Source: an optimization exercise on an open RTL-to-GDS flow (aim: small area, a short achievable clock period and few clock cycles). Production flows keep margins and buffers that such runs may drop. Function was checked by simulation only, so behaviour that the tests miss may differ from the original. Power and IR drop assume default switching activity.

==> design/flow/design.v <==
module p18240_core (
  input  logic        clock,
  input  logic        reset_L,
  output logic [15:0] mem_addr,
  output logic [15:0] mem_wdata,
  output logic        mem_re,
  output logic        mem_we,
  input  logic [15:0] mem_rdata,
  output logic        halted);
  function automatic logic [16:0] add16(input logic [15:0] a, input logic [15:0] b,
                                        input logic ci);
    logic [16:0] g, p, gn, pn;
    g[0] = ci;
    p[0] = 1'b0;
    for (int i = 0; i < 16; i++) begin
      g[i+1] = a[i] & b[i];
      p[i+1] = a[i] ^ b[i];
    end
    for (int d = 1; d < 17; d = d * 2) begin
      gn = g;
      pn = p;
      for (int j = d; j < 17; j++) begin
        gn[j] = g[j] | (p[j] & g[j-d]);
        pn[j] = p[j] & p[j-d];
      end
      g = gn;
      p = pn;
    end
    for (int i = 0; i < 16; i++)
      add16[i] = a[i] ^ b[i] ^ g[i];
    add16[16] = g[16];
  endfunction
  logic        st_f, st_fw, st_e1, st_e2;    
  logic        halt_q;
  logic [15:0] pc, pc_n, sp, sp_n, t, t_n;
  logic [3:0]  cc;                           
  logic [2:0]  off;                          
  logic        tog, tog_n;                   
  logic [2:0]  k, k_n;                       
  logic        pend, pend_n;                 
  logic        swreq, aligned, swap, rbk;
  logic        fetch, taken;
  typedef struct packed {
    logic [7:0] a, b;        
    logic [2:0] ai;          
    logic one;               
    logic br;                
    logic imm;               
    logic spimm;             
    logic addsp, ldr, str, push, pop, rtn, rtnw, jsr, jsrw, stop, ldsp;
    logic to_fw;             
    logic to_e2;             
    logic e2rd;              
    logic e2we;              
    logic wd_ra;             
    logic [2:0] cond;        
    logic wr_a;              
    logic wr_t;              
    logic cc_e1, cc_fw;      
    logic xinv, yen, yinv, cin;
    logic r_sum, r_and, r_or, r_xor, r_sl, r_sr, r_fill, r_movb, r_sp;
    logic c_add, c_sub, c_inc, c_dec;  
  } ctrl_t;
  ctrl_t c, dec;
  always_comb begin
    logic [9:0] o;
    o = mem_rdata[15:6];
    dec = '0;
    dec.a[{mem_rdata[5] ^ tog_n, mem_rdata[4:3]}] = 1'b1;
    dec.ai = {mem_rdata[5] ^ tog_n, mem_rdata[4:3]};
    dec.b[{mem_rdata[2] ^ tog_n, mem_rdata[1:0]}] = 1'b1;
    case (o)
      10'h010: begin dec.imm = 1; dec.to_e2 = 1; dec.e2rd = 1;                  
                     dec.wr_t = 1; dec.cc_fw = 1; dec.r_movb = 1; end
      10'h018: begin dec.imm = 1; dec.to_e2 = 1; dec.e2we = 1; end              
      10'h020: begin dec.ldr = 1; dec.to_fw = 1;                                
                     dec.wr_t = 1; dec.cc_fw = 1; dec.r_movb = 1; end
      10'h028: begin dec.str = 1; end                                           
      10'h030: begin dec.imm = 1; dec.to_fw = 1;                                
                     dec.wr_t = 1; dec.cc_fw = 1; dec.r_movb = 1; end
      10'h038: begin dec.one = 1; dec.wr_a = 1; dec.cc_e1 = 1; dec.yen = 1;     
                     dec.r_sum = 1; dec.c_add = 1; end
      10'h03C: begin dec.addsp = 1; end                                         
      10'h040: begin dec.one = 1; dec.wr_a = 1; dec.cc_e1 = 1; dec.yen = 1;     
                     dec.yinv = 1; dec.cin = 1; dec.r_sum = 1; dec.c_sub = 1; end
      10'h048: begin dec.one = 1; dec.wr_a = 1; dec.xinv = 1; dec.cin = 1;      
                     dec.r_sum = 1; end
      10'h050: begin dec.one = 1; dec.wr_a = 1; dec.cc_e1 = 1; dec.cin = 1;     
                     dec.r_sum = 1; dec.c_inc = 1; end
      10'h058: begin dec.one = 1; dec.wr_a = 1; dec.cc_e1 = 1; dec.yinv = 1;    
                     dec.r_sum = 1; dec.c_dec = 1; end
      10'h060: begin dec.one = 1; dec.wr_a = 1; dec.cc_e1 = 1; dec.xinv = 1;    
                     dec.r_sum = 1; end
      10'h068: begin dec.one = 1; dec.wr_a = 1; dec.cc_e1 = 1; dec.r_and = 1; end  
      10'h070: begin dec.one = 1; dec.wr_a = 1; dec.cc_e1 = 1; dec.r_or = 1; end   
      10'h078: begin dec.one = 1; dec.wr_a = 1; dec.cc_e1 = 1; dec.r_xor = 1; end  
      10'h080: begin dec.one = 1; dec.wr_a = 1; dec.cc_e1 = 1; dec.r_sl = 1; end   
      10'h088: begin dec.one = 1; dec.wr_a = 1; dec.cc_e1 = 1; dec.r_sl = 1;       
                     dec.r_fill = 1; end
      10'h090: begin dec.one = 1; dec.wr_a = 1; dec.cc_e1 = 1; dec.r_sr = 1; end   
      10'h098: begin dec.one = 1; dec.wr_a = 1; dec.cc_e1 = 1; dec.r_sr = 1;       
                     dec.r_fill = 1; end
      10'h0A0: begin dec.one = 1; dec.br = 1; dec.cond = 3'd0; end
      10'h0A8: begin dec.one = 1; dec.br = 1; dec.cond = 3'd1; end
      10'h0B0: begin dec.one = 1; dec.br = 1; dec.cond = 3'd3; end
      10'h0B8: begin dec.one = 1; dec.br = 1; dec.cond = 3'd4; end
      10'h120: begin dec.one = 1; dec.br = 1; dec.cond = 3'd2; end
      10'h0C6: begin dec.one = 1; dec.br = 1; dec.cond = 3'd5; end
      10'h0C0: begin dec.stop = 1; end
      10'h0C4: begin dec.jsr = 1; dec.jsrw = 1; dec.to_e2 = 1; end              
      10'h0C5: begin dec.rtn = 1; dec.rtnw = 1; end                             
      10'h0C8: begin dec.push = 1; dec.wd_ra = 1; end                           
      10'h0D0: begin dec.pop = 1; dec.to_fw = 1; dec.wr_t = 1; dec.r_movb = 1; end  
      10'h0D8: begin dec.jsr = 1; dec.to_e2 = 1; end                            
      10'h0E0: begin dec.rtn = 1; end                                           
      10'h0E8: begin dec.one = 1; dec.wr_a = 1; dec.r_movb = 1; end             
      10'h0F0: begin dec.one = 1; dec.ldsp = 1; end                             
      10'h0F8: begin dec.one = 1; dec.wr_a = 1; dec.r_sp = 1; end               
      10'h100: begin dec.spimm = 1; dec.to_e2 = 1; dec.e2rd = 1;                
                     dec.wr_t = 1; dec.r_movb = 1; end
      10'h108: begin dec.spimm = 1; dec.to_e2 = 1; dec.e2we = 1;                
                     dec.wd_ra = 1; end
      10'h110: begin dec.imm = 1; dec.to_fw = 1; dec.cc_fw = 1; dec.yen = 1;    
                     dec.yinv = 1; dec.cin = 1; dec.r_sum = 1; dec.c_sub = 1; end
      10'h118: begin dec.one = 1; dec.cc_e1 = 1; dec.yen = 1; dec.yinv = 1;     
                     dec.cin = 1; dec.r_sum = 1; dec.c_sub = 1; end
      default: begin dec.one = 1; end                                           
    endcase
  end
  always_ff @(posedge clock)
    if (fetch) c <= dec;
  logic [15:0] w [0:7];                      
  logic [7:0]  wv;
  logic [63:0] sg [0:5];                     
  logic [3:0]  sv [0:5];
  logic [15:0] ra, rb, res;
  logic [7:0]  asel, bsel;
  logic        rf_we;
  logic [7:0] wv_n, asel_n, bsel_n;
  always_comb begin
    for (int i = 0; i < 8; i++) begin
      if (swap && rbk == i[2])
        wv_n[i] = sv[0][i[1:0]];
      else if (rf_we && c.ai == i[2:0])
        wv_n[i] = 1'b1;
      else
        wv_n[i] = wv[i];
    end
    if (fetch) begin
      asel_n = dec.a & wv_n;
      bsel_n = dec.b & wv_n;
    end else begin
      asel_n = asel;
      bsel_n = (st_e1 & c.to_fw) | (st_e2 & c.e2rd) ? 8'h00 : bsel;
    end
  end
  always_ff @(posedge clock) begin
    asel <= asel_n;
    bsel <= bsel_n;
  end
  always_comb begin
    ra = 16'h0000;
    rb = t & {16{st_fw}};
    for (int i = 0; i < 8; i++) begin
      ra = ra | (w[i] & {16{asel[i]}});
      rb = rb | (w[i] & {16{bsel[i]}});
    end
  end
  assign swreq   = pend | (st_e1 & (c.jsrw | c.rtnw));
  assign aligned = c.jsrw ? (k == 3'd0) : (k == 3'd1);
  assign swap    = swreq & aligned;
  assign rbk     = c.jsrw ? tog : ~tog;      
  assign tog_n   = tog ^ swap;
  assign pend_n  = swreq & ~swap;
  always_comb
    if (swap)           k_n = c.jsrw ? 3'd0 : 3'd5;
    else if (k == 3'd0) k_n = 3'd5;
    else                k_n = k - 3'd1;
  always_ff @(posedge clock) begin
    for (int i = 0; i < 5; i++) sg[i] <= sg[i+1];
    sg[5] <= swap ? {w[{rbk, 2'd3}], w[{rbk, 2'd2}], w[{rbk, 2'd1}], w[{rbk, 2'd0}]} : sg[0];
    for (int i = 0; i < 8; i++) begin
      if (swap && rbk == i[2])
        w[i] <= sg[0][16*i[1:0] +: 16];
      else if (rf_we && c.ai == i[2:0])
        w[i] <= res;
    end
  end
  always_ff @(posedge clock or negedge reset_L)
    if (~reset_L) begin
      for (int i = 0; i < 6; i++) sv[i] <= 4'h0;
      wv <= 8'h00;
    end else begin
      for (int i = 0; i < 5; i++) sv[i] <= sv[i+1];
      sv[5] <= swap ? wv[{rbk, 2'b00} +: 4] : sv[0];
      wv <= wv_n;
    end
  logic [15:0] x, y, sum, lres;
  logic        cout, zsum, zres, alu_c, alu_v;
  assign x = ra ^ {16{c.xinv}};
  assign y = (rb & {16{c.yen}}) ^ {16{c.yinv}};
  assign {cout, sum} = add16(x, y, c.cin);
  always_comb begin
    zsum = ((x[0] ^ y[0]) == c.cin);
    for (int i = 1; i < 16; i++)
      zsum = zsum & ((x[i] ^ y[i]) == (x[i-1] | y[i-1]));
  end
  always_comb begin
    lres = ({16{c.r_and}}  & (ra & rb))
         | ({16{c.r_or}}   & (ra | rb))
         | ({16{c.r_xor}}  & (ra ^ rb))
         | ({16{c.r_sl}}   & {ra[14:0], c.r_fill & ra[15]})
         | ({16{c.r_sr}}   & {c.r_fill & ra[15], ra[15:1]})
         | ({16{c.r_movb}} & rb)
         | ({16{c.r_sp}}   & sp);
  end
  assign res  = c.r_sum ? sum : lres;
  assign zres = c.r_sum ? zsum : (lres == 16'h0000);
  always_comb begin
    alu_c = (c.c_add & cout) | (c.c_inc & cout) | (c.c_dec & ~cout) |
            (c.c_sub & (~cout | zsum)) |
            (c.r_sl & ra[15]) | (c.r_sr & ra[0]);
    alu_v = ((c.c_add | c.c_sub) & (x[15] == y[15]) & (sum[15] != x[15])) |
            (c.c_inc & ra[15] & ~sum[15]) |
            (c.c_dec & ~ra[15] & sum[15]);
  end
  logic [15:0] pc_inc, pc_inc2, sp_inc, sp_dec, sp_imm;
  assign pc_inc  = pc + 16'd1;
  assign pc_inc2 = pc + 16'd2;
  assign sp_inc  = sp + 16'd1;
  assign sp_dec  = sp - 16'd1;
  assign sp_imm  = add16(sp, mem_rdata, 1'b0);
  always_comb
    case (c.cond)
      3'd0:    taken = 1'b1;
      3'd1:    taken = cc[3];
      3'd2:    taken = cc[2];
      3'd3:    taken = cc[1];
      3'd4:    taken = cc[0];
      default: taken = off[2] & off[1];
    endcase
  logic btaken, skip;
  assign btaken = c.br & taken;
  assign skip   = st_e1 & c.br;              
  assign fetch  = st_fw | (st_f & (~pend | aligned)) | (st_e1 & c.one & ~btaken);
  assign mem_we = (st_e1 & (c.str | c.push | c.jsr)) | (st_e2 & c.e2we);
  assign mem_re = ~mem_we & ~(st_e1 & c.stop) & ~(st_f & pend & ~aligned);
  logic as_pc, as_br, as_ra, as_rb, as_sp, as_spd, as_t;
  always_ff @(posedge clock or negedge reset_L)
    if (~reset_L)
      {as_pc, as_br, as_ra, as_rb, as_sp, as_spd, as_t} <= 7'b1000000;
    else if (fetch) begin
      as_pc  <= ~(dec.br | dec.str | dec.ldr | dec.pop | dec.rtn | dec.push | dec.jsr);
      as_br  <= dec.br;
      as_ra  <= dec.str;
      as_rb  <= dec.ldr;
      as_sp  <= dec.pop | dec.rtn;
      as_spd <= dec.push | dec.jsr;
      as_t   <= 1'b0;
    end else begin
      as_pc  <= ~(st_e1 & c.to_e2 & ~c.jsr);
      as_br  <= 1'b0;
      as_ra  <= 1'b0;
      as_rb  <= 1'b0;
      as_sp  <= 1'b0;
      as_spd <= 1'b0;
      as_t   <= st_e1 & c.to_e2 & ~c.jsr;    
    end
  always_comb begin
    mem_addr = ({16{as_pc | (as_br & taken)}} & pc)
             | ({16{as_br & ~taken}}          & pc_inc)
             | ({16{as_ra}}                   & ra)
             | ({16{as_rb}}                   & rb)
             | ({16{as_sp}}                   & sp)
             | ({16{as_spd}}                  & sp_dec)
             | ({16{as_t}}                    & t);
    mem_wdata = c.wd_ra ? ra : (c.jsr ? pc_inc : rb);
  end
  assign rf_we = (st_e1 & c.wr_a) | (st_fw & c.wr_t);
  always_comb begin
    if (fetch)
      pc_n = skip ? pc_inc2 : pc_inc;
    else if (st_e1 & (c.imm | c.spimm | c.addsp))
      pc_n = pc_inc;
    else if ((st_e1 & (c.rtn | btaken)) | (st_e2 & c.jsr))
      pc_n = mem_rdata;
    else
      pc_n = pc;
    if (st_e1 & c.addsp)               sp_n = sp_imm;
    else if (st_e1 & (c.pop | c.rtn))  sp_n = sp_inc;
    else if (st_e1 & (c.push | c.jsr)) sp_n = sp_dec;
    else if (st_e1 & c.ldsp)           sp_n = ra;
    else                               sp_n = sp;
    if (st_e1 & c.spimm)               t_n = sp_imm;
    else if ((st_e1 & (c.imm | c.ldr | c.pop)) | (st_e2 & c.e2rd))
                                       t_n = mem_rdata;
    else                               t_n = t;
  end
  assign halted = halt_q;
  always_ff @(posedge clock or negedge reset_L)
    if (~reset_L) begin
      st_f   <= 1'b1;
      st_fw  <= 1'b0;
      st_e1  <= 1'b0;
      st_e2  <= 1'b0;
      halt_q <= 1'b0;
      pc     <= 16'h0000;
      sp     <= 16'h0000;
      cc     <= 4'h0;
      off    <= 3'd0;
      tog    <= 1'b0;
      k      <= 3'd0;
      pend   <= 1'b0;
    end else begin
      st_e1  <= fetch | (st_e1 & c.stop);
      st_fw  <= (st_e1 & c.to_fw) | (st_e2 & c.e2rd);
      st_e2  <= st_e1 & c.to_e2;
      st_f   <= (st_e1 & (c.addsp | c.str | c.push | c.rtn | btaken)) |
                (st_e2 & ~c.e2rd) | (st_f & ~fetch);
      halt_q <= halt_q | (st_e1 & c.stop);
      pc     <= pc_n;
      sp     <= sp_n;
      if ((st_e1 & c.cc_e1) | (st_fw & c.cc_fw))
        cc   <= {zres, alu_c, res[15], alu_v};
      if (st_e1 & c.jsrw) off <= off + 3'd1;
      if (st_e1 & c.rtnw) off <= off - 3'd1;
      tog    <= tog_n;
      k      <= k_n;
      pend   <= pend_n;
    end
  always_ff @(posedge clock)
    t <= t_n;
endmodule
==> design/flow/run.sh <==
#!/bin/bash
# synth_recipe.tcl (not shown) runs the flow's synth.tcl, then flattens the netlist and writes it again
# the make line also repeats each setting of config.mk as NAME=value (left out here)
make -C /OpenROAD-flow-scripts/flow DESIGN_CONFIG=/design/flow/config.mk WORK_HOME=/design/flow/orfs CLKGATE_MAP_FILE= SYNTH_SCRIPT=/design/flow/synth_recipe.tcl finish
==> design/flow/config.mk <==
export PLATFORM = sky130hd
export DESIGN_NAME = p18240_core
export DESIGN_NICKNAME = p18240_core
export VERILOG_FILES = /design/flow/design.v
export SDC_FILE = /design/flow/constraint.sdc
export NUM_CORES = 4
export LEC_CHECK = 0
export CAP_MARGIN = 20
export CORE_MARGIN = 2
export CORE_UTILIZATION = 40
export PLACE_DENSITY = 0.6
export SETUP_SLACK_MARGIN = 4.8
export SLEW_MARGIN = 20
==> design/flow/constraint.sdc <==
create_clock -name core_clock -period 10.0 [get_ports {clock}]
set_input_delay 2.0000 -clock core_clock [delete_from_list [all_inputs] [get_ports {clock}]]
set_output_delay 2.0000 -clock core_clock [all_outputs]
set_load 0.01 [all_outputs]
==> results of run 1 <==
==> final timing paths <==
kind | cells past startpoint | endpoint | slack, ns
max | 8 | mem_wdata[15] | 4.85
min | 0 | sg[3][43] | 0.31
max reg2reg | 18 | w[1][15] | 5.14
min reg2reg | 0 | sg[3][43] | 0.31
max in group asynchronous | 2 | sp[5] | 7.41
min in group asynchronous | 1 | pc[7] | 1.29
==> synth_stat cells, types with 6 or more instances <==
cell type | number | area share
dfrtp_1 | 86 | 0.075
or3_1 | 14 | 0.0030
nor3b_1 | 6 | 0.0016
and3_1 | 27 | 0.0059
o22ai_1 | 9 | 0.0020
o21ai_0 | 184 | 0.032
nor4_1 | 13 | 0.0028
buf_1 | 15 | 0.0020
mux2_2 | 8 | 0.0031
o31ai_1 | 14 | 0.0036
a31oi_1 | 17 | 0.0037
mux2i_1 | 79 | 0.027
nand2b_1 | 22 | 0.0048
nand2_1 | 315 | 0.041
and2_1 | 21 | 0.0046
a221o_1 | 8 | 0.0028
o2111ai_1 | 7 | 0.0021
a211oi_1 | 15 | 0.0039
nor3_1 | 33 | 0.0057
a21oi_1 | 82 | 0.014
edfxtp_1 | 207 | 0.22
o21a_1 | 65 | 0.017
a21o_1 | 26 | 0.0068
or2_2 | 6 | 0.0013
a222oi_1 | 30 | 0.010
buf_2 | 13 | 0.0023
dfxtp_1 | 384 | 0.27
a221oi_1 | 30 | 0.0091
nor2_1 | 225 | 0.029
clkbuf_1 | 152 | 0.020
a22oi_1 | 103 | 0.027
ha_1 | 91 | 0.039
o211ai_1 | 16 | 0.0042
xor2_1 | 65 | 0.020
nand3_1 | 80 | 0.014
xnor2_1 | 49 | 0.015
nand4_1 | 31 | 0.0067
inv_1 | 99 | 0.013
o22a_1 | 8 | 0.0024
a22o_1 | 35 | 0.011
nand4b_1 | 10 | 0.0030
==> through the flow <==
stage / total power, W / hold WS, ns
2_1_floorplan: 0.00293 / 0.310
3_3_place_gp: 0.00298 / 0.310
3_5_place_dp: 0.00298 / 0.312
4_1_cts: 0.00561 / 0.314
5_1_grt: 0.00573 / 0.323
6_report: 0.00557 / 0.313
==> registers in the layout, indices dropped and copies added (netlist names), 3 cells and up <==
signal / count
k: 3
sv: 24
asel: 8
c: 47
off: 3
sg: 384
cc: 4
pc: 16
bsel: 8
wv: 8
w: 128
t: 16
sp: 16
==> per-layer routing <==
layer / vias to the layer above / wire (um) / track usage
met4: 4 / 5120 / 0.117
li1: 10200 / - / -
met5: - / 23 / 0
met1: 11300 / 41100 / 0.358
met3: 280 / 8790 / 0.0481
met2: 1300 / 44300 / 0.413
==> worst max-delay path, stage by stage (launching register included) <==
cell and delay [ns]:
dfrtp_2 0.51, buf_4 0.25, a221oi_1 0.39, nand3_2 0.33, nor2_1 0.19, a21oi_1 0.06, nor2_1 0.13, a21oi_1 0.08
clkdlybuf4s50_1 0.57
==> power by group through the flow <==
stage          Clock (W)  Sequential, W  Combinational (W)
2_1_floorplan          0        0.00289          0.0000484
3_3_place_gp           0        0.00289          0.0000888
3_5_place_dp           0        0.00289          0.0000892
4_1_cts          0.00269        0.00283          0.0000895
5_1_grt          0.00280        0.00283          0.0000986
6_report         0.00265        0.00283          0.0000910
==> what timing repair did <==
action	4_1_cts	5_1_grt
buffers inserted	63	20
resized for setup	61	22
endpoints found under the setup margin	32	28
pin swaps	11	19
endpoints found under the hold margin	0	0
==> area by class of cell <==
| cell class | instances | area (um^2) | area share |
|---|---|---|---|
| clock buffer | 100 | 2040 | 0.0609 |
| clock inverter | 31 | 325 | 0.00971 |
| timing repair buffer | 168 | 1430 | 0.0428 |
| inverter | 101 | 379 | 0.0113 |
| tap | 950 | 1190 | 0.0355 |
| multi-input combinational | 1821 | 12000 | 0.358 |
| sequential | 679 | 16100 | 0.481 |
==> logic make-up (layout without fill, tap and decap cells) <==
kind of cell,Yosys count,count (layout),synth area share
simple gates,824,824,0.129
mux,87,87,0.0305
flops,679,679,0.558
fa+ha+maj,95,95,0.0419
buf+inv,282,400,0.0373
xor+xnor,114,114,0.0346
compound gates,701,701,0.169
==> impl_metrics.env, run 1 <==
export IMPL_yosysWarnings=4
export IMPL_finalSetupViolCount=0
export IMPL_h_tree_depth=3
export IMPL_antenna_found_initial=2
export IMPL_crit_start="st_fw"
export IMPL_maxSlewViolCount=0
export IMPL_drtPass1Iterations=9
export IMPL_fin_cells=3850
export IMPL_placementRows=98
export IMPL_drc=0
export IMPL_ys_seq_area_frac=0.558
export IMPL_start_util=0.404
export IMPL_fillers=6560
export IMPL_grt_use_total=0.264
export IMPL_worstPathMaxFanout=12
export IMPL_areaGrowthSynthToFinish_pct=16.1
export IMPL_finalSetupTns_ns=0
export IMPL_grt_max_degree=87
export IMPL_cts_sinks=679
export IMPL_fmax_ghz=0.194
export IMPL_reg2reg_from="bsel[1]"
export IMPL_outcome="timing/DRC/antenna clean"
export IMPL_start_kind="flop"
export IMPL_fp_dieH_um=273
export IMPL_rsz0062_at_grt="yes"
export IMPL_dp_cells=3635
export IMPL_cp_arrival_ns=3.15
export IMPL_fin_nets=2956
export IMPL_most_common_layout_cells="dfxtp_1, nand2_1, nor2_1"
export IMPL_clock_skew_final_ns=0.0526
export IMPL_p_leak_nw=13.8
export IMPL_synth_edf_count=207
export IMPL_clockPowerShare=0.476
export IMPL_synth_flop_cell="dfxtp_1"
export IMPL_power_density_nw_per_um2=166
export IMPL_relSlewSlack=0.206
export IMPL_via_per_inst=5.98
export IMPL_grt_pass1_wl_um=147000
export IMPL_setup_ws_ns=4.85
export IMPL_gp_congestion=0.937
export IMPL_required_ns=8.00
export IMPL_cts_buffers=73
export IMPL_finalHoldViolations=0
export IMPL_final_common_cell="dfxtp_1"
export IMPL_synth_area_um2=28900
export IMPL_finalWirelength_um=99300
export IMPL_intPower_w=0.00437
export IMPL_pre_cts_ws_ns=4.62
export IMPL_synthCells=2782
export IMPL_drv_cap=0
export IMPL_switching_share=0.216
export IMPL_n_antenna_cell=0
export IMPL_ant_nets=0
export IMPL_syn_area_per_cell_um2=10.4
export IMPL_syn_nets=2894
export IMPL_dpl_cell_area_um2=30200
export IMPL_cts_hold_buffers=0
export IMPL_final_util=0.469
export IMPL_synth_seq_cells=679
export IMPL_worstHoldPathType="reg -> reg"
export IMPL_clkTransAtPathRegs_ns=0.06
export IMPL_wl_per_cell_um=25.8
export IMPL_grt_pass1_vias=22200
export IMPL_worstSkewPairLatency_ns=0.64
export IMPL_core_area_um2=71500
export IMPL_port_buffers=52
export IMPL_path_class="reg -> out"
export IMPL_hpwlAfterDp_um=68800
export IMPL_worstMarginPinSlew_ns=1.18
export IMPL_ir_drop_mv=0.158
export IMPL_cts_buffer_depth=3
export IMPL_min_period_over_period=0.515
export IMPL_async_flop_share=0.130
export IMPL_dieWidth_um=273
export IMPL_fin_area_um2=33500
export IMPL_p_comb_frac=0.016
export IMPL_min_period_ns=5.15
export IMPL_hp_start="sg[4][43]"
export IMPL_cts_tree="built"
export IMPL_dieArea_um2=74300
export IMPL_num_vias=23000
export IMPL_cts_root_buf="clkbuf_16"
export IMPL_seqPwrFrac=0.508
export IMPL_overflow=0
export IMPL_endpoint_kind="output pin"
export IMPL_io_pins=53
export IMPL_ys_types=81
export IMPL_switchingPower_w=0.00120
export IMPL_drive_gt1_frac=0.112
export IMPL_drt_iter0_drc=3386
Testbench counts, summed over its fixed seeds: cycles 26,823.
==> inputs of run 2 (changes only) <==
--- a/design/flow/config.mk
+++ b/design/flow/config.mk
@@ -6,8 +6,9 @@
 export NUM_CORES = 4
 export LEC_CHECK = 0
+export ABC_CLOCK_PERIOD_IN_PS = 4000
 export CAP_MARGIN = 20
 export CORE_MARGIN = 2
 export CORE_UTILIZATION = 40
 export PLACE_DENSITY = 0.6
-export SETUP_SLACK_MARGIN = 4.8
+export SETUP_SLACK_MARGIN = 5
 export SLEW_MARGIN = 20
==> run 2 against run 1 <==
Compared with the run above:
- still clean on timing, DRC and antenna
- via count is 1.4% higher
- critical path depth is 1 higher
- routed wire length increased by 1.5%
- cell count is 0.99% higher
==> impl_metrics.env, run 2 <==
export IMPL_gp_congestion=0.937
export IMPL_grt_use_total=0.268
export IMPL_topRoutingLayerUsed="met5"
export IMPL_clockPowerShare=0.476
export IMPL_met2_length_um=44600
export IMPL_cts_sinks=679
export IMPL_ys_seq_area_frac=0.558
export IMPL_seqPwrFrac=0.508
export IMPL_synth_flop_cell="dfxtp_1"
export IMPL_crit_top_cell="buf_4"
export IMPL_switching_share=0.216
export IMPL_synthTopCellsByCount="dfxtp_1, nand2_1, nor2_1, edfxtp_1, o21ai_0"
export IMPL_clkTransAtPathRegs_ns=0.06
export IMPL_largestRegisters="sg: 384 flops, w: 128 flops, c: 47 flops"
export IMPL_cp_cell_sequence="buf_4 -> buf_4 -> a22oi_1 -> nand4_1 -> buf_6 -> a222oi_1 -> o211ai_1 -> a221o_1 -> dlygate4sd2_1"
export IMPL_drive_gt1_frac=0.130
export IMPL_ir_drop_mv=0.157
export IMPL_hp_start="sg[4][43]"
export IMPL_grt_pass1_vias=22500
export IMPL_finalWirelength_um=101000
export IMPL_worstPathMaxFanout=9
export IMPL_required_ns=8.00
export IMPL_h_tree_depth=3
export IMPL_synthCells=2782
export IMPL_cts_tree="built"
export IMPL_timing_reg2reg_setup_slack_ns=5.16
export IMPL_largest_register="sg"
export IMPL_crit_start="asel[2]"
export IMPL_cp_slowest_cell="edfxtp_1"
export IMPL_max_stage_delay_ns=0.40
export IMPL_cts_buffers=73
export IMPL_fin_area_um2=33900
export IMPL_p_leak_nw=14.1
export IMPL_endpoint_kind="output pin"
export IMPL_cp_arrival_ns=3.06
export IMPL_cp_depth=9
export IMPL_dpl_cell_area_um2=30200
export IMPL_reg2reg_depth=16
export IMPL_yosys_area_top_type_share=0.266
export IMPL_synth_area_um2=28900
export IMPL_endpoint="mem_addr[10]"
export IMPL_synth_top_area_cell="dfxtp_1"
export IMPL_intPower_w=0.00437
export IMPL_grt_pass1_wl_um=148000
export IMPL_worst_path_buf_inv=4
export IMPL_via_per_inst=6.00
export IMPL_crit_family="compound AO/OA/AOI/OAI gates"
export IMPL_drtPass1Iterations=7
export IMPL_dieWidth_um=273
export IMPL_worstHoldPathType="reg -> reg"
export IMPL_num_vias=23300
export IMPL_most_common_layout_cells="dfxtp_1, nand2_1, nor2_1"
export IMPL_start_kind="flop"
export IMPL_min_period_over_period=0.506
export IMPL_clock_skew_final_ns=0.0546
export IMPL_switchingPower_w=0.00120
export IMPL_r2r_end="w[5][11]"
export IMPL_worstSkewPairLatency_ns=0.64
export IMPL_fmax_ghz=0.198
export IMPL_fin_nets=2993
export IMPL_async_flop_share=0.130
export IMPL_areaGrowthSynthToFinish_pct=17.4
export IMPL_core_area_um2=71500
export IMPL_syn_nets=2894
export IMPL_finalSetupTns_ns=0
export IMPL_antenna_found_initial=2
export IMPL_finalSetupViolCount=0
export IMPL_overflow=0
export IMPL_grt_max_degree=87
export IMPL_wl_met3_um=9380
export IMPL_drt_iter0_drc=3181
export IMPL_ant_nets=0
export IMPL_worstMarginPinSlew_ns=1.18
export IMPL_syn_area_per_cell_um2=10.4
export IMPL_synth_seq_cells=679
export IMPL_cts_root_buf="clkbuf_16"
export IMPL_relSlewSlack=0.204
export IMPL_placementRows=98
export IMPL_final_common_cell="dfxtp_1"
export IMPL_drc=0
export IMPL_wl_per_cell_um=25.9
export IMPL_fp_dieH_um=273
export IMPL_port_buffers=52
export IMPL_reg2reg_from="asel[2]"
export IMPL_synth_edf_count=207
export IMPL_largest_reg_flops=384
export IMPL_wl_met1_um=41400
export IMPL_yosysWarnings=4
export IMPL_synth_most_common_cell="dfxtp_1"
export IMPL_maxSlewViolCount=0
export IMPL_cts_buffer_depth=3
export IMPL_p_comb_frac=0.016
export IMPL_cts_hold_buffers=0
export IMPL_synthTopCellsByArea="dfxtp_1, edfxtp_1, dfrtp_1"
export IMPL_finalHoldViolations=0
export IMPL_io_pins=53
export IMPL_drv_cap=0
export IMPL_ys_types=81
export IMPL_dieArea_um2=74300
export IMPL_power_density_nw_per_um2=164
export IMPL_outcome="timing/DRC/antenna clean"
export IMPL_hpwlAfterDp_um=68800
export IMPL_path_class="reg -> out"
export IMPL_start_util=0.404
export IMPL_min_period_ns=5.06
export IMPL_rsz0062_at_grt="yes"
## run 2: cell counts after synthesis
No cell type changed its count.
## run 2: power groups by stage
stage	sequential (W)	combinational (W)	clock [W]
finish	0.00283	0.0000911	0.00265
global route	0.00283	0.0000989	0.00281
CTS	0.00283	0.0000895	0.00269
detailed placement	0.00289	0.0000892	0
global placement	0.00289	0.0000888	0
floorplan	0.00289	0.0000484	0
## run 2: what timing repair did
action / 4_1_cts / 5_1_grt
buffers inserted: 90 / 30
endpoints found under the setup margin: 40 / 40
resized for setup: 105 / 33
pin swaps: 26 / 27
## run 2: cell type report
class / instances / area (um^2)
Clock inverter: 31 / 325
Timing Repair Buffer: 205 / 1700
Multi-Input combinational cell: 1821 / 12100
Fill cell: 6541 / 37600
Tap cell: 950 / 1190
Clock buffer: 100 / 2040
Inverter: 101 / 379
Sequential cell: 679 / 16100
Antenna cell: 1 / 2.50
## run 2: worst min-delay path by stage
stage           endpoint  slack, ns  depth (start not counted)
3_5_place_dp   sg[0][18]       0.31                          0
2_1_floorplan   sg[0][0]       0.31                          0
5_1_grt        sg[3][47]       0.32                          0
3_3_place_gp   sg[3][21]       0.31                          0
4_1_cts         sg[4][9]       0.31                          0
6_report       sg[3][43]       0.31                          0
## run 2: stage by stage
step	hold slack, ns	std cells	util	power (W)	worst slack (ns)
after detailed placement	0.312	3635	0.423	0.00298	4.62
after CTS	0.314	3856	0.469	0.00561	4.95
after global placement	0.310	3635	0.423	0.00298	4.60
after floorplan	0.310	2782	-	0.00293	5.75
final	0.315	3888	0.474	0.00557	4.94
after global routing	0.323	3887	0.474	0.00573	4.89
## run 2: per-layer routing
layer | up-vias | GRT usage
met5 | - | 0
met2 | 1343 | 0.413
met4 | 2 | 0.127
li1 | 10200 | -
met1 | 11400 | 0.359
met3 | 332 | 0.0557
## run 2: logic make-up after synthesis
family | share of synthesized area
AO/OA/AOI/OAI | 0.169
XOR/XNOR | 0.0346
adder cells (fa/ha/maj) | 0.0419
buffers and inverters | 0.0373
flip-flops | 0.558
multiplexers | 0.0305
AND/OR/NAND/NOR | 0.129
==> inputs of run 3 (changes only) <==
--- a/design/flow/config.mk
+++ b/design/flow/config.mk
@@ -6,9 +6,11 @@
 export NUM_CORES = 4
 export LEC_CHECK = 0
-export ABC_CLOCK_PERIOD_IN_PS = 4000
 export CAP_MARGIN = 20
 export CORE_MARGIN = 2
 export CORE_UTILIZATION = 40
+export CTS_CLUSTER_DIAMETER = 60
+export CTS_CLUSTER_SIZE = 30
 export PLACE_DENSITY = 0.6
 export SETUP_SLACK_MARGIN = 5
 export SLEW_MARGIN = 20
+export TNS_END_PERCENT = 30
==> run 3 against run 2 <==
Compared with the run above:
- non-clock buffer count is 21 lower
- routed wire length shrank 1.4%
- critical path depth did not move
- combinational power hardly changed
- clock power fell by 18%
- synthesized cell count unchanged
- cell area is 2.4% lower
- maximum frequency shrank 1.6%
==> impl_metrics.env, run 3 <==
export IMPL_finalHoldViolations=0
export IMPL_drive_gt1_frac=0.112
export IMPL_worstPathMaxFanout=9
export IMPL_placementRows=98
export IMPL_relSlewSlack=0.242
export IMPL_largest_register="sg"
export IMPL_outcome="timing/DRC/antenna clean"
export IMPL_overflow=0
export IMPL_finalSetupTns_ns=0
export IMPL_grt_max_degree=87
export IMPL_areaGrowthSynthToFinish_pct=14.6
export IMPL_ys_types=81
export IMPL_synth_top_area_cell="dfxtp_1"
export IMPL_synthCells=2782
export IMPL_gp_congestion=0.937
export IMPL_finalWirelength_um=99400
export IMPL_drv_cap=0
export IMPL_grt_use_total=0.263
export IMPL_wl_per_cell_um=26.0
export IMPL_grt_pass1_vias=22000
export IMPL_dieArea_um2=74300
export IMPL_pre_cts_ws_ns=4.62
export IMPL_antenna_found_initial=3
export IMPL_dp_cells=3635
export IMPL_synth_edf_count=207
export IMPL_fp_dieH_um=273
export IMPL_timing_reg2reg_setup_slack_ns=5.12
export IMPL_rsz0062_at_grt="yes"
export IMPL_synthTopCellsByArea="dfxtp_1, edfxtp_1, dfrtp_1"
export IMPL_crit_top_cell="o21ai_0"
export IMPL_start_util=0.404
export IMPL_synth_seq_cells=679
export IMPL_whs_ns=0.319
export IMPL_cts_tree="built"
export IMPL_num_vias=23000
export IMPL_clock_skew_final_ns=0.0541
export IMPL_start_kind="flop"
export IMPL_crit_family="simple AND/OR/NAND/NOR gates"
export IMPL_core_area_um2=71500
export IMPL_fmax_ghz=0.195
export IMPL_path_class="reg -> out"
export IMPL_h_tree_depth=2
export IMPL_hpwlAfterDp_um=68800
export IMPL_power_density_nw_per_um2=153
export IMPL_required_ns=8.00
export IMPL_max_stage_delay_ns=0.59
export IMPL_finalSetupViolCount=0
export IMPL_final_common_cell="dfxtp_1"
export IMPL_ys_seq_area_frac=0.558
export IMPL_synth_flop_cell="dfxtp_1"
export IMPL_drc=0
export IMPL_worstSkewPairLatency_ns=0.64
export IMPL_clkTransAtPathRegs_ns=0.09
export IMPL_p_leak_nw=13.6
export IMPL_cts_buffer_depth=3
export IMPL_fin_area_um2=33100
export IMPL_largestRegisters="sg: 384 flops, w: 128 flops, c: 47 flops"
export IMPL_cts_sinks=679
export IMPL_cts_root_buf="clkbuf_16"
export IMPL_drtPass1Iterations=9
export IMPL_io_pins=53
export IMPL_dieWidth_um=273
export IMPL_yosysWarnings=4
export IMPL_fin_nets=2945
export IMPL_yosys_area_top_type_share=0.266
export IMPL_ant_nets=0
export IMPL_port_buffers=52
export IMPL_ir_drop_mv=0.173
export IMPL_via_per_inst=6.02
export IMPL_worst_path_buf_inv=1
export IMPL_dpl_cell_area_um2=30200
export IMPL_synth_area_um2=28900
export IMPL_cp_cell_sequence="ha_2 -> and3_2 -> and3_1 -> nand3_1 -> xor2_1 -> nand2_1 -> o21ai_0 -> o21ai_0 -> clkdlybuf4s50_1"
export IMPL_cp_arrival_ns=3.14
export IMPL_endpoint_kind="output pin"
export IMPL_synthTopCellsByCount="dfxtp_1, nand2_1, nor2_1, edfxtp_1, o21ai_0"
export IMPL_syn_nets=2894
export IMPL_worstMarginPinSlew_ns=1.12
export IMPL_synth_most_common_cell="dfxtp_1"
export IMPL_most_common_layout_cells="dfxtp_1, nand2_1, nor2_1"
export IMPL_drt_iter0_drc=3346
export IMPL_min_period_ns=5.14
export IMPL_cp_slowest_cell="clkdlybuf4s50_1"
export IMPL_maxSlewViolCount=0
export IMPL_min_period_over_period=0.514
export IMPL_async_flop_share=0.130
export IMPL_setup_ws_ns=4.86
export IMPL_grt_pass1_wl_um=146000
export IMPL_syn_area_per_cell_um2=10.4
export IMPL_largest_reg_flops=384
export IMPL_cts_hold_buffers=0
export IMPL_cts_buffers=46
export IMPL_fin_cells=3823
export IMPL_worstHoldPathType="reg -> reg"
## run 3: cell types whose count changed in the layout (fill, tap and decap cells not counted), moves of 4 or more
cell / change
dlygate4sd2_1: -5
buf_4: -18
clkdlybuf4s50_1: +9
clkbuf_1: -14
clkinv_2: -7
clkbuf_8: -5
clkinv_8: +4
clkbuf_16: -27
## run 3: final cells by class
class                           count  area (um^2)
Clock buffer                       54         1240
Multi-Input combinational cell   1821        12000
Sequential cell                   679        16100
Antenna cell                        2         5.00
Clock inverter                     32          532
Inverter                          101          379
Tap cell                          950         1190
Fill cell                        6574        38400
Timing Repair Buffer              184         1540
## run 3: timing repair
item	4_1_cts	5_1_grt
setup endpoints to repair	40	42
pin swaps	20	10
resized for setup	84	23
setup buffers	81	18
## run 3: stage by stage
stage / power [W] / util
final: 0.00507 / 0.463
after global routing: 0.00522 / 0.462
after CTS: 0.00511 / 0.459
after detailed placement: 0.00298 / 0.423
after global placement: 0.00298 / 0.423
after floorplan: 0.00293 / -
## run 3: worst register-to-register path, cell delays in order, from the launching register on
cell	delay [ns]
edfxtp_1	0.40
buf_4	0.17
buf_4	0.18
a22oi_1	0.20
nand4_1	0.20
buf_6	0.20
buf_4	0.14
buf_4	0.16
buf_4	0.19
xor2_1	0.17
ha_1	0.43
a211o_1	0.34
o32ai_1	0.47
a21oi_1	0.14
xor2_1	0.19
mux2i_1	0.62
nor2_1	0.23
a21o_1	0.23
## run 3: final timing paths
path	cells past startpoint	end	start
max	9	mem_wdata[13]	pc[2]
min	0	sg[1][0]	sg[2][0]
max reg2reg	17	w[2][11]	asel[2]
min reg2reg	0	sg[1][0]	sg[2][0]
max in group asynchronous	2	sp[5]	reset_L
min in group asynchronous	1	pc[8]	reset_L
## run 3: kinds of logic after synthesis
kind of cell | count (synthesis) | share of synthesized area
compound gates | 701 | 0.169
simple gates | 824 | 0.129
mux | 87 | 0.0305
fa+ha+maj | 95 | 0.0419
xor+xnor | 114 | 0.0346
buf+inv | 282 | 0.0373
flops | 679 | 0.558
## run 3: power by group
part	leakage (nW)	total [W]	internal [W]	switching, W
Sequential	5.95	0.00282	0.00282	0.000000826
Combinational	6.79	0.0000912	0.0000298	0.0000614
Clock	0.843	0.00216	0.00104	0.00112
Total	13.6	0.00507	0.00389	0.00118
## run 3: per-layer routing
| metal | part of all wire | global-route usage | vias to the layer above |
|---|---|---|---|
| met2 | 0.44 | 0.407 | 1320 |
| met4 | 0.052 | 0.122 | 6 |
| met1 | 0.41 | 0.356 | 11300 |
| met5 | 0.00038 | 0 | - |
| li1 | - | - | 10100 |
| met3 | 0.094 | 0.0497 | 294 |
==> inputs of run 4 (changes only) <==
--- a/design/flow/config.mk
+++ b/design/flow/config.mk
@@ -14,3 +14,3 @@
 export SETUP_SLACK_MARGIN = 5
 export SLEW_MARGIN = 20
-export TNS_END_PERCENT = 30
+export TNS_END_PERCENT = 10
==> run 4 against run 3 <==
Compared with the run above:
- still clean on timing, DRC and antenna
- combinational power decreased by 0.4%
- clock power about the same
- clock skew increased by 0.0023 ns
- non-clock buffer count decreased by 26
- register-to-register slack got worse by 0.04 ns
- global-route usage decreased by 0.18 points
- area after synthesis unchanged
- hold slack got worse by 0.0025 ns
- routed wire length decreased by 1.0%
- cell count decreased by 0.71%
- die area unchanged
- cell area decreased by 0.89%
- highest routed layer is now met4
==> impl_metrics.env, run 4 <==
export IMPL_fin_cells=3796
export IMPL_synth_top_area_cell="dfxtp_1"
export IMPL_synth_compound_area_frac=0.169
export IMPL_cts_sinks=679
export IMPL_yosys_area_share_adder=0.0419
export IMPL_timing_reg2reg_setup_slack_ns=5.08
export IMPL_min_period_ns=5.21
export IMPL_hpwlAfterDp_um=68800
export IMPL_ant_nets=0
export IMPL_drive_gt1_frac=0.0981
export IMPL_hp_start="sg[2][0]"
export IMPL_p_leak_nw=13.4
export IMPL_synth_edf_count=207
export IMPL_port_buffers=52
export IMPL_grt_max_degree=87
export IMPL_h_tree_depth=2
export IMPL_clock_skew_final_ns=0.0564
export IMPL_reg2reg_depth=15
export IMPL_worstPathMaxFanout=6
export IMPL_rsz0062_at_grt="yes"
export IMPL_wl_per_cell_um=25.9
export IMPL_ys_types=81
export IMPL_crit_family="compound AO/OA/AOI/OAI gates"
export IMPL_drtPass1Iterations=7
export IMPL_cts_root_buf="clkbuf_16"
export IMPL_yosys_area_top_type_share=0.266
export IMPL_synth_most_common_cell="dfxtp_1"
export IMPL_cp_slowest_cell="edfxtp_1"
export IMPL_finalWirelength_um=98400
export IMPL_synth_area_um2=28900
export IMPL_finalHoldViolations=0
export IMPL_synthTopCellsByArea="dfxtp_1, edfxtp_1, dfrtp_1"
export IMPL_grt_use_total=0.261
export IMPL_final_common_cell="dfxtp_1"
export IMPL_synth_flop_cell="dfxtp_1"
export IMPL_placementRows=98
export IMPL_synthTopCellsByCount="dfxtp_1, nand2_1, nor2_1, edfxtp_1, o21ai_0"
export IMPL_endpoint="mem_addr[9]"
export IMPL_cts_buffers=46
export IMPL_r2r_end="w[6][15]"
export IMPL_grt_pass1_wl_um=145000
export IMPL_cp_cell_sequence="buf_4 -> buf_4 -> a22oi_1 -> nand4_1 -> a222oi_1 -> nand2_1 -> a221oi_2 -> o21ai_0 -> dlygate4sd2_1"
export IMPL_gp_congestion=0.937
export IMPL_ir_drop_mv=0.173
export IMPL_drc=0
export IMPL_async_flop_share=0.130
export IMPL_worstHoldPathType="reg -> reg"
export IMPL_fp_dieH_um=273
export IMPL_largestRegisters="sg: 384 flops, w: 128 flops, c: 47 flops"
export IMPL_start_util=0.404
export IMPL_largest_reg_flops=384
export IMPL_worstSkewPairLatency_ns=0.64
export IMPL_finalSetupViolCount=0
export IMPL_relSlewSlack=0.245
export IMPL_outcome="timing/DRC/antenna clean"
export IMPL_yosysWarnings=4
export IMPL_areaGrowthSynthToFinish_pct=13.5
export IMPL_num_vias=22700
export IMPL_multi_input_area_um2=12000
export IMPL_muxShareOfSynthArea=0.0305
export IMPL_synthCells=2782
export IMPL_fmax_ghz=0.192
export IMPL_path_class="reg -> out"
export IMPL_io_pins=53
export IMPL_antenna_found_initial=2
export IMPL_power_density_nw_per_um2=155
export IMPL_worst_path_buf_inv=3
export IMPL_finalSetupTns_ns=0
export IMPL_grt_pass1_vias=21800
export IMPL_drt_iter0_drc=3151
export IMPL_dp_cells=3635
export IMPL_crit_top_cell="buf_4"
export IMPL_core_area_um2=71500
export IMPL_ys_seq_area_frac=0.558
export IMPL_synth_seq_cells=679
export IMPL_most_common_layout_cells="dfxtp_1, nand2_1, nor2_1"
export IMPL_dieWidth_um=273
export IMPL_synth_top_family_by_area="compound AO/OA/AOI/OAI gates"
export IMPL_cts_buffer_depth=3
export IMPL_reg2reg_from="bsel[6]"
export IMPL_endpoint_kind="output pin"
export IMPL_overflow=0
export IMPL_drv_cap=0
export IMPL_cts_tree="built"
export IMPL_seq_area_um2=16100
export IMPL_max_stage_delay_ns=0.45
export IMPL_maxSlewViolCount=0
export IMPL_via_per_inst=5.99
export IMPL_fin_nets=2919
export IMPL_syn_nets=2894
export IMPL_yosys_area_share_simple=0.129
export IMPL_cts_hold_buffers=0
export IMPL_worstMarginPinSlew_ns=1.12
export IMPL_syn_area_per_cell_um2=10.4
export IMPL_cp_depth=9
export IMPL_crit_start="asel[5]"
export IMPL_dieArea_um2=74300
export IMPL_largest_register="sg"
export IMPL_synth_xor_area_share=0.0346
export IMPL_start_kind="flop"
export IMPL_fillers=6586
export IMPL_required_ns=8.00
export IMPL_clkTransAtPathRegs_ns=0.11
export IMPL_cp_arrival_ns=3.21
export IMPL_min_period_over_period=0.521
==> run 4: changes by cell type in the layout (fill, tap and decap cells not counted), moves of 2 or more <==
cell / previous run / this run
buf_4: 127 / 103
clkdlybuf4s50_1: 32 / 39
dlymetal6s2s_1: 8 / 3
a221oi_1: 23 / 27
a221oi_2: 7 / 3
a22oi_1: 100 / 103
a22oi_2: 3 / 0
dfrtp_1: 67 / 70
dfrtp_2: 19 / 16
a21oi_1: 77 / 79
a21oi_2: 5 / 3
clkbuf_2: 2 / 0
clkdlybuf4s15_1: 2 / 0
dlygate4sd2_1: 8 / 10
==> run 4: area by class of cell <==
type	count	area share
clock buffers	54	0.0380
clock inverters	32	0.0162
well taps	950	0.0363
inverters	101	0.0116
multi-input cells	1821	0.365
diodes	1	0.0000764
flip-flops and latches	679	0.492
repair buffers	158	0.0404
==> run 4: power breakdown <==
part	switching, W	internal [W]	leakage (nW)
Clock	0.00112	0.00104	0.843
Sequential	0.000000841	0.00282	5.95
Combinational	0.0000611	0.0000297	6.57
==> run 4: repair_timing <==
item,in CTS,in global routing
pin swaps,14,3
gates cloned,0,0
gates resized for setup,69,7
setup buffers,61,12
hold endpoints to repair,0,0
endpoints found under the setup margin,40,42
==> run 4: how the worst min path moves through the flow <==
stage                     slack [ns]  cells past startpoint        end
after floorplan                 0.31                      0   sg[0][0]
after global placement          0.31                      0  sg[3][21]
after detailed placement        0.31                      0  sg[0][18]
after CTS                       0.32                      0  sg[2][12]
after global routing            0.33                      0  sg[3][47]
final                           0.32                      0   sg[1][0]
==> run 4: through the flow <==
step / utilization / worst slack [ns] / hold slack [ns] / power, W / instance area [um^2]
CTS: 0.457 / 4.81 / 0.318 / 0.00511 / 32600
global route: 0.458 / 4.71 / 0.326 / 0.00522 / 32800
detailed placement: 0.423 / 4.62 / 0.312 / 0.00298 / 30200
finish: 0.458 / 4.79 / 0.317 / 0.00507 / 32800
floorplan: - / 5.75 / 0.310 / 0.00293 / 28900
global placement: 0.423 / 4.60 / 0.310 / 0.00298 / 30200
==> run 4: routing by layer <==
metal	vias to the layer above	wire length (um)	global-route usage
met2	1266	43800	0.406
met4	0	4930	0.118
met1	11100	40500	0.355
met5	-	0	0
li1	10100	-	-
met3	274	9090	0.0451
==> run 4: cells by family after synthesis <==
| logic type | after synthesis |
|---|---|
| adder cells (fa/ha/maj) | 95 |
| AND/OR/NAND/NOR | 824 |
| AO/OA/AOI/OAI | 701 |
| XOR/XNOR | 114 |
| flip-flops | 679 |
| buffers and inverters | 282 |
| multiplexers | 87 |
==> inputs of run 5 (changes only) <==
--- a/design/flow/config.mk
+++ b/design/flow/config.mk
@@ -14,3 +14,3 @@
 export SETUP_SLACK_MARGIN = 5
 export SLEW_MARGIN = 20
-export TNS_END_PERCENT = 10
+export TNS_END_PERCENT = 0
==> run 5 against run 4 <==
Compared with the run above:
- count of clock-buffer cells in the layout unchanged
- area after synthesis unchanged
- clock skew decreased by 0.0052 ns
- non-clock buffer count decreased by 4
- utilization about the same
- sequential cell count unchanged
- synthesized cell count unchanged
- sequential share of layout area about the same
- routed wire length about the same
- highest routed layer is now met5
==> impl_metrics.env, run 5 <==
export IMPL_start_kind="flop"
export IMPL_overflow=0
export IMPL_async_flop_share=0.130
export IMPL_gp_congestion=0.937
export IMPL_cts_sinks=679
export IMPL_ys_types=81
export IMPL_synth_edf_count=207
export IMPL_worst_path_buf_inv=2
export IMPL_final_common_cell="dfxtp_1"
export IMPL_switchingPower_w=0.00118
export IMPL_antenna_found_initial=2
export IMPL_setup_ws_ns=4.77
export IMPL_largest_register="sg"
export IMPL_dp_cells=3635
export IMPL_synthTopCellsByArea="dfxtp_1, edfxtp_1, dfrtp_1"
export IMPL_endpoint_kind="output pin"
export IMPL_finalWirelength_um=98400
export IMPL_largest_reg_flops=384
export IMPL_drv_cap=0
export IMPL_wl_met3_um=8970
export IMPL_max_stage_delay_ns=0.58
export IMPL_synthTopCellsByCount="dfxtp_1, nand2_1, nor2_1, edfxtp_1, o21ai_0"
export IMPL_worstPathMaxFanout=9
export IMPL_intPower_w=0.00389
export IMPL_worstHoldPathType="reg -> reg"
export IMPL_met2_length_um=44100
export IMPL_yosys_area_top_type_share=0.266
export IMPL_grt_pass1_vias=21800
export IMPL_cts_root_buf="clkbuf_16"
export IMPL_rsz0062_at_grt="yes"
export IMPL_clock_skew_final_ns=0.0512
export IMPL_port_buffers=52
export IMPL_dieWidth_um=273
export IMPL_syn_nets=2894
export IMPL_cts_buffers=46
export IMPL_drtPass1Iterations=9
export IMPL_num_vias=22700
export IMPL_syn_area_per_cell_um2=10.4
export IMPL_synth_area_um2=28900
export IMPL_fmax_ghz=0.191
export IMPL_drc=0
export IMPL_synth_top_area_cell="dfxtp_1"
export IMPL_pre_cts_ws_ns=4.62
export IMPL_fin_nets=2915
export IMPL_dieArea_um2=74300
export IMPL_cp_slowest_cell="edfxtp_1"
export IMPL_worstSkewPairLatency_ns=0.64
export IMPL_finalHoldViolations=0
export IMPL_cp_arrival_ns=3.23
export IMPL_outcome="timing/DRC/antenna clean"
export IMPL_p_leak_nw=13.3
export IMPL_fin_cells=3793
export IMPL_grt_pass1_wl_um=145000
export IMPL_path_class="reg -> out"
export IMPL_most_common_layout_cells="dfxtp_1, nand2_1, nor2_1"
export IMPL_clockPowerShare=0.425
export IMPL_relSlewSlack=0.250
export IMPL_hpwlAfterDp_um=68800
export IMPL_topRoutingLayerUsed="met5"
export IMPL_grt_use_total=0.261
export IMPL_worstMarginPinSlew_ns=1.11
export IMPL_placementRows=98
export IMPL_cts_tree="built"
export IMPL_via_per_inst=6.00
export IMPL_wl_per_cell_um=26.0
export IMPL_drive_gt1_frac=0.0971
export IMPL_cp_cell_sequence="buf_4 -> a22o_1 -> a221oi_1 -> nand3_2 -> nor2_1 -> a21oi_1 -> nor2_1 -> a21oi_1 -> clkdlybuf4s50_1"
export IMPL_ant_nets=0
export IMPL_p_comb_frac=0.018
export IMPL_largestRegisters="sg: 384 flops, w: 128 flops, c: 47 flops"
export IMPL_grt_max_degree=87
export IMPL_wl_met1_um=40600
export IMPL_start_util=0.404
export IMPL_fin_area_um2=32800
export IMPL_core_area_um2=71500
export IMPL_drt_iter0_drc=3199
export IMPL_clkTransAtPathRegs_ns=0.09
export IMPL_min_period_over_period=0.523
export IMPL_crit_family="buffers and inverters"
export IMPL_required_ns=8.00
export IMPL_yosysWarnings=4
export IMPL_seqPwrFrac=0.557
export IMPL_power_density_nw_per_um2=155
export IMPL_switching_share=0.233
export IMPL_io_pins=53
export IMPL_min_period_ns=5.23
export IMPL_h_tree_depth=2
export IMPL_whs_ns=0.314
export IMPL_maxSlewViolCount=0
export IMPL_finalSetupViolCount=0
export IMPL_fillers=6585
export IMPL_ys_seq_area_frac=0.558
export IMPL_dpl_cell_area_um2=30200
export IMPL_synthCells=2782
export IMPL_synth_seq_cells=679
export IMPL_areaGrowthSynthToFinish_pct=13.5
export IMPL_synth_most_common_cell="dfxtp_1"
export IMPL_fp_dieH_um=273
export IMPL_synth_flop_cell="dfxtp_1"
export IMPL_finalSetupTns_ns=0
export IMPL_cts_buffer_depth=3
export IMPL_ir_drop_mv=0.173
-- run 5: cell count changes in the layout (fill, tap and decap cells not counted), sizes merged --
| cell | previous run | this run |
|---|---|---|
| diode | 1 | 2 |
| clkdlybuf4s50 | 39 | 42 |
| dlygate4sd2 | 10 | 7 |
| buf | 106 | 102 |
-- run 5: repair_timing --
action	in CTS	in global routing
resized for setup	66	7
endpoints found under the setup margin	40	42
setup buffers	61	8
hold buffers	0	0
pin swaps	13	5
-- run 5: cells by family (layout without fill, tap and decap cells) --
| kind of cell | after synthesis | count (layout) | synth area share |
|---|---|---|---|
| buf+inv | 282 | 341 | 0.0373 |
| flops | 679 | 679 | 0.558 |
| fa+ha+maj | 95 | 95 | 0.0419 |
| simple gates | 824 | 824 | 0.129 |
| compound gates | 701 | 701 | 0.169 |
| other cells | 0 | 2 | 0 |
| mux | 87 | 87 | 0.0305 |
| xor+xnor | 114 | 114 | 0.0346 |
-- run 5: metal layers --
| metal | global-route usage | vias to the layer above |
|---|---|---|
| met5 | 0 | - |
| met4 | 0.115 | 2 |
| met3 | 0.0438 | 284 |
| met2 | 0.407 | 1277 |
| met1 | 0.357 | 11100 |
| li1 | - | 10000 |
-- run 5: final timing paths --
path / slack (ns) / startpoint / cells past startpoint / end
max: 4.77 / bsel[6] / 9 / mem_wdata[15]
min: 0.31 / sg[2][0] / 0 / sg[1][0]
max reg2reg: 5.12 / bsel[6] / 15 / w[1][15]
min reg2reg: 0.31 / sg[2][0] / 0 / sg[1][0]
max in group asynchronous: 7.42 / reset_L / 2 / sp[6]
min in group asynchronous: 1.33 / reset_L / 1 / pc[8]
-- run 5: per-stage QoR --
step / power [W] / utilization
finish: 0.00507 / 0.458
global route: 0.00522 / 0.458
CTS: 0.00511 / 0.457
detailed placement: 0.00298 / 0.423
global placement: 0.00298 / 0.423
floorplan: 0.00293 / -
-- run 5: layout make-up --
cell class	count	area [um^2]	area share
sequential	679	16100	0.492
timing repair buffer	154	1290	0.0395
inverter	101	379	0.0116
tap	950	1190	0.0363
multi-input combinational	1821	12000	0.366
clock inverter	32	532	0.0162
clock buffer	54	1240	0.0380
antenna	2	5.00	0.000153
-- run 5: power groups by stage --
stage | sequential [W] | clock, W | combinational [W]
after floorplan | 0.00289 | 0 | 0.0000484
after global placement | 0.00289 | 0 | 0.0000888
after detailed placement | 0.00289 | 0 | 0.0000892
after CTS | 0.00282 | 0.00219 | 0.0000896
after global routing | 0.00283 | 0.00230 | 0.0000988
final | 0.00282 | 0.00216 | 0.0000911
==> inputs of run 6 (changes only) <==
--- a/design/flow/config.mk
+++ b/design/flow/config.mk
@@ -14,3 +14,2 @@
 export SETUP_SLACK_MARGIN = 5
 export SLEW_MARGIN = 20
-export TNS_END_PERCENT = 0
==> run 6 against run 5 <==
Compared with the run above:
- count of clock-buffer cells in the layout unchanged
- routed wire length up 1.7%
- synthesized cell count did not move
- sequential cell count stayed put
- cell count is 1.4% higher
- register-to-register slack hardly changed
==> impl_metrics.env, run 6 <==
export IMPL_path_class="reg -> out"
export IMPL_relSlewSlack=0.241
export IMPL_ys_seq_area_frac=0.558
export IMPL_wl_per_cell_um=26.0
export IMPL_gp_congestion=0.937
export IMPL_worst_path_buf_inv=3
export IMPL_worstHoldPathType="reg -> reg"
export IMPL_yosys_area_share_simple=0.129
export IMPL_whs_path_depth=0
export IMPL_synth_compound_area_frac=0.169
export IMPL_fp_dieH_um=273
export IMPL_ant_nets=0
export IMPL_cp_cell_sequence="buf_4 -> buf_4 -> a22oi_1 -> nand4_1 -> a222oi_1 -> nand2_1 -> a21oi_1 -> o311ai_1 -> dlygate4sd2_1"
export IMPL_maxSlewViolCount=0
export IMPL_clkTransAtPathRegs_ns=0.11
export IMPL_holdPathEnd="sg[1][0]"
export IMPL_worstMarginPinSlew_ns=1.11
export IMPL_power_density_nw_per_um2=152
export IMPL_synthCells=2782
export IMPL_syn_nets=2894
export IMPL_p_comb_frac=0.018
export IMPL_placementRows=98
export IMPL_synth_xor_area_share=0.0346
export IMPL_synth_top_family_by_area="compound AO/OA/AOI/OAI gates"
export IMPL_core_area_um2=71500
export IMPL_synth_most_common_cell="dfxtp_1"
export IMPL_synth_flop_cell="dfxtp_1"
export IMPL_max_stage_delay_ns=0.41
export IMPL_finalWirelength_um=100000
export IMPL_via_per_inst=6.01
export IMPL_dieArea_um2=74300
export IMPL_synthTopCellsByArea="dfxtp_1, edfxtp_1, dfrtp_1"
export IMPL_grt_max_degree=87
export IMPL_drt_iter0_drc=3272
export IMPL_ys_types=81
export IMPL_cp_arrival_ns=3.09
export IMPL_worstSkewPairLatency_ns=0.64
export IMPL_switchingPower_w=0.00119
export IMPL_intPower_w=0.00389
export IMPL_h_tree_depth=2
export IMPL_drtPass1Iterations=12
export IMPL_timing_reg2reg_setup_slack_ns=5.12
export IMPL_drc=0
export IMPL_clock_skew_final_ns=0.0559
export IMPL_endpoint_kind="output pin"
export IMPL_syn_area_per_cell_um2=10.4
export IMPL_largestRegisters="sg: 384 flops, w: 128 flops, c: 47 flops"
export IMPL_async_flop_share=0.130
export IMPL_cts_buffer_depth=3
export IMPL_cts_hold_buffers=0
export IMPL_cts_root_buf="clkbuf_16"
export IMPL_finalSetupViolCount=0
export IMPL_fillers=6558
export IMPL_synth_area_um2=28900
export IMPL_fin_area_um2=33300
export IMPL_p_leak_nw=13.8
export IMPL_muxShareOfSynthArea=0.0305
export IMPL_dpl_cell_area_um2=30200
export IMPL_areaGrowthSynthToFinish_pct=15.4
export IMPL_reg2reg_depth=17
export IMPL_synth_seq_cells=679
export IMPL_crit_family="compound AO/OA/AOI/OAI gates"
export IMPL_synth_edf_count=207
export IMPL_num_vias=23100
export IMPL_largest_register="sg"
export IMPL_synth_top_area_cell="dfxtp_1"
export IMPL_synthTopCellsByCount="dfxtp_1, nand2_1, nor2_1, edfxtp_1, o21ai_0"
export IMPL_dieWidth_um=273
export IMPL_min_period_ns=5.09
export IMPL_port_buffers=52
export IMPL_finalSetupTns_ns=0
export IMPL_reg2reg_from="asel[2]"
export IMPL_rsz0062_at_grt="yes"
export IMPL_drv_cap=0
export IMPL_antenna_found_initial=1
export IMPL_seqPwrFrac=0.556
export IMPL_grt_use_total=0.265
export IMPL_outcome="timing/DRC/antenna clean"
export IMPL_largest_reg_flops=384
export IMPL_clockPowerShare=0.426
export IMPL_final_common_cell="dfxtp_1"
export IMPL_drive_gt1_frac=0.122
export IMPL_fin_nets=2968
export IMPL_overflow=0
export IMPL_fmax_ghz=0.196
export IMPL_hp_start="sg[2][0]"
export IMPL_finalHoldViolations=0
export IMPL_grt_pass1_vias=22100
export IMPL_switching_share=0.234
export IMPL_yosys_area_share_adder=0.0419
export IMPL_worstPathMaxFanout=8
export IMPL_start_kind="flop"
export IMPL_io_pins=53
export IMPL_r2r_end="w[2][11]"
export IMPL_required_ns=8.00
export IMPL_yosysWarnings=4
export IMPL_most_common_layout_cells="dfxtp_1, nand2_1, nor2_1"
export IMPL_cts_buffers=46
export IMPL_cp_depth=9
export IMPL_grt_pass1_wl_um=147000
export IMPL_start_util=0.404
export IMPL_yosys_area_top_type_share=0.266
export IMPL_ir_drop_mv=0.174
export IMPL_crit_top_cell="buf_4"
export IMPL_cts_sinks=679
export IMPL_cts_tree="built"
export IMPL_cp_slowest_cell="edfxtp_1"
export IMPL_hpwlAfterDp_um=68800
export IMPL_min_period_over_period=0.509
run 6: cell counts after synthesis:
No cell type changed its count.
run 6: per-layer routing:
metal	share of wire	vias up	global-route usage
li1	-	10200	-
met1	0.41	11200	0.355
met2	0.44	1398	0.410
met3	0.098	330	0.0531
met4	0.055	0	0.126
met5	0	-	0
run 6: what timing repair did:
item	4_1_cts	5_1_grt
pin swaps	27	25
gates resized for setup	97	39
endpoints found under the setup margin	40	38
setup buffers	95	27
run 6: cell type report:
class / count / area [um^2] / area share
diodes: 2 / 5.00 / 0.000150
repair buffers: 207 / 1730 / 0.0519
multi-input cells: 1821 / 12100 / 0.363
well taps: 950 / 1190 / 0.0357
clock buffers: 54 / 1240 / 0.0374
inverters: 101 / 379 / 0.0114
flip-flops and latches: 679 / 16100 / 0.484
clock inverters: 32 / 532 / 0.0160
run 6: power by group through the flow:
stage               combinational [W]  sequential, W  clock, W
floorplan                   0.0000484        0.00289         0
global placement            0.0000888        0.00289         0
CTS                         0.0000896        0.00282   0.00219
finish                      0.0000911        0.00282   0.00216
global route                0.0000990        0.00283   0.00230
detailed placement          0.0000892        0.00289         0
run 6: worst reg2reg max path, stage by stage, from the launching register on:
cell and delay, ns:
edfxtp_1 0.40, buf_4 0.17, buf_4 0.18, a22oi_1 0.20
nand4_1 0.20, buf_6 0.20, buf_4 0.14, buf_4 0.16
buf_4 0.19, xor2_1 0.17, ha_1 0.43, a211o_1 0.34
o32ai_1 0.48, a21oi_1 0.14, xor2_1 0.19, mux2i_1 0.60
nor2_1 0.23, a21o_1 0.23
run 6: cells by family after synthesis:
logic type,after synthesis
DFF,679
buffers and inverters,282
muxes,87
AOI/OAI and AO/OA,701
and+or+nand+nor,824
adders and majority gates,95
xor gates and xnor gates,114
run 6: per-stage QoR:
| step | hold WS [ns] | total power [W] | instances | util | worst slack (ns) |
|---|---|---|---|---|---|
| 6_report | 0.320 | 0.00508 | 3846 | 0.466 | 4.91 |
| 5_1_grt | 0.328 | 0.00522 | 3844 | 0.466 | 4.84 |
| 4_1_cts | 0.318 | 0.00511 | 3816 | 0.461 | 4.94 |
| 3_5_place_dp | 0.312 | 0.00298 | 3635 | 0.423 | 4.62 |
| 3_3_place_gp | 0.310 | 0.00298 | 3635 | 0.423 | 4.60 |
| 2_1_floorplan | 0.310 | 0.00293 | 2782 | - | 5.75 |
run 6: worst max path at each step:
stage / slack [ns] / startpoint / endpoint
2_1_floorplan: 5.75 / mem_rdata[9] / t[13]
3_3_place_gp: 4.60 / mem_rdata[9] / t[13]
3_5_place_dp: 4.62 / mem_rdata[9] / t[13]
4_1_cts: 4.94 / asel[5] / mem_addr[9]
5_1_grt: 4.84 / bsel[2] / mem_addr[2]
6_report: 4.91 / asel[5] / mem_addr[3]

==> port drivers added, routing unchanged <==
No port has a modelled driver above. Below, the same layouts with a new extraction and two added sets of constraints. Step 1 (the two cells are an assumption about what drives the block):
set clk [get_ports {clock}]
set_driving_cell -lib_cell sky130_fd_sc_hd__clkbuf_16 $clk
set_driving_cell -lib_cell sky130_fd_sc_hd__buf_2 [delete_from_list [all_inputs] $clk]
Step 2 adds t to the input delays and takes it off the output delays; t is the mean of the earliest and latest rising clock arrival at the registers after step 1. Input paths then give back, and output paths get back, about the clock's delay inside the block. a / b / c = no drivers / after step 1 / after step 2; a / b = the first two.
run	t (ns)	slack for setup (ns)	hold WS [ns]	worst data-port slew with drivers (ns)
run 1	0.681	4.854 / 4.785 / 4.557	0.313 / 0.313 / 0.313	0.09
run 2	0.685	4.945 / 4.874 / 4.627	0.315 / 0.315 / 0.315	0.10
run 3	0.685	4.863 / 4.791 / 4.510	0.319 / 0.319 / 0.319	0.09
run 4	0.681	4.787 / 4.718 / 4.515	0.317 / 0.317 / 0.317	0.09
run 5	0.683	4.775 / 4.706 / 4.530	0.314 / 0.314 / 0.314	0.09
run 6	0.682	4.905 / 4.837 / 4.576	0.320 / 0.320 / 0.320	0.09
After both steps setup and hold are still met in every run listed. The setup slack of run 3, which loses most, moves by -0.072 ns with the drivers and by -0.353 ns with both steps.
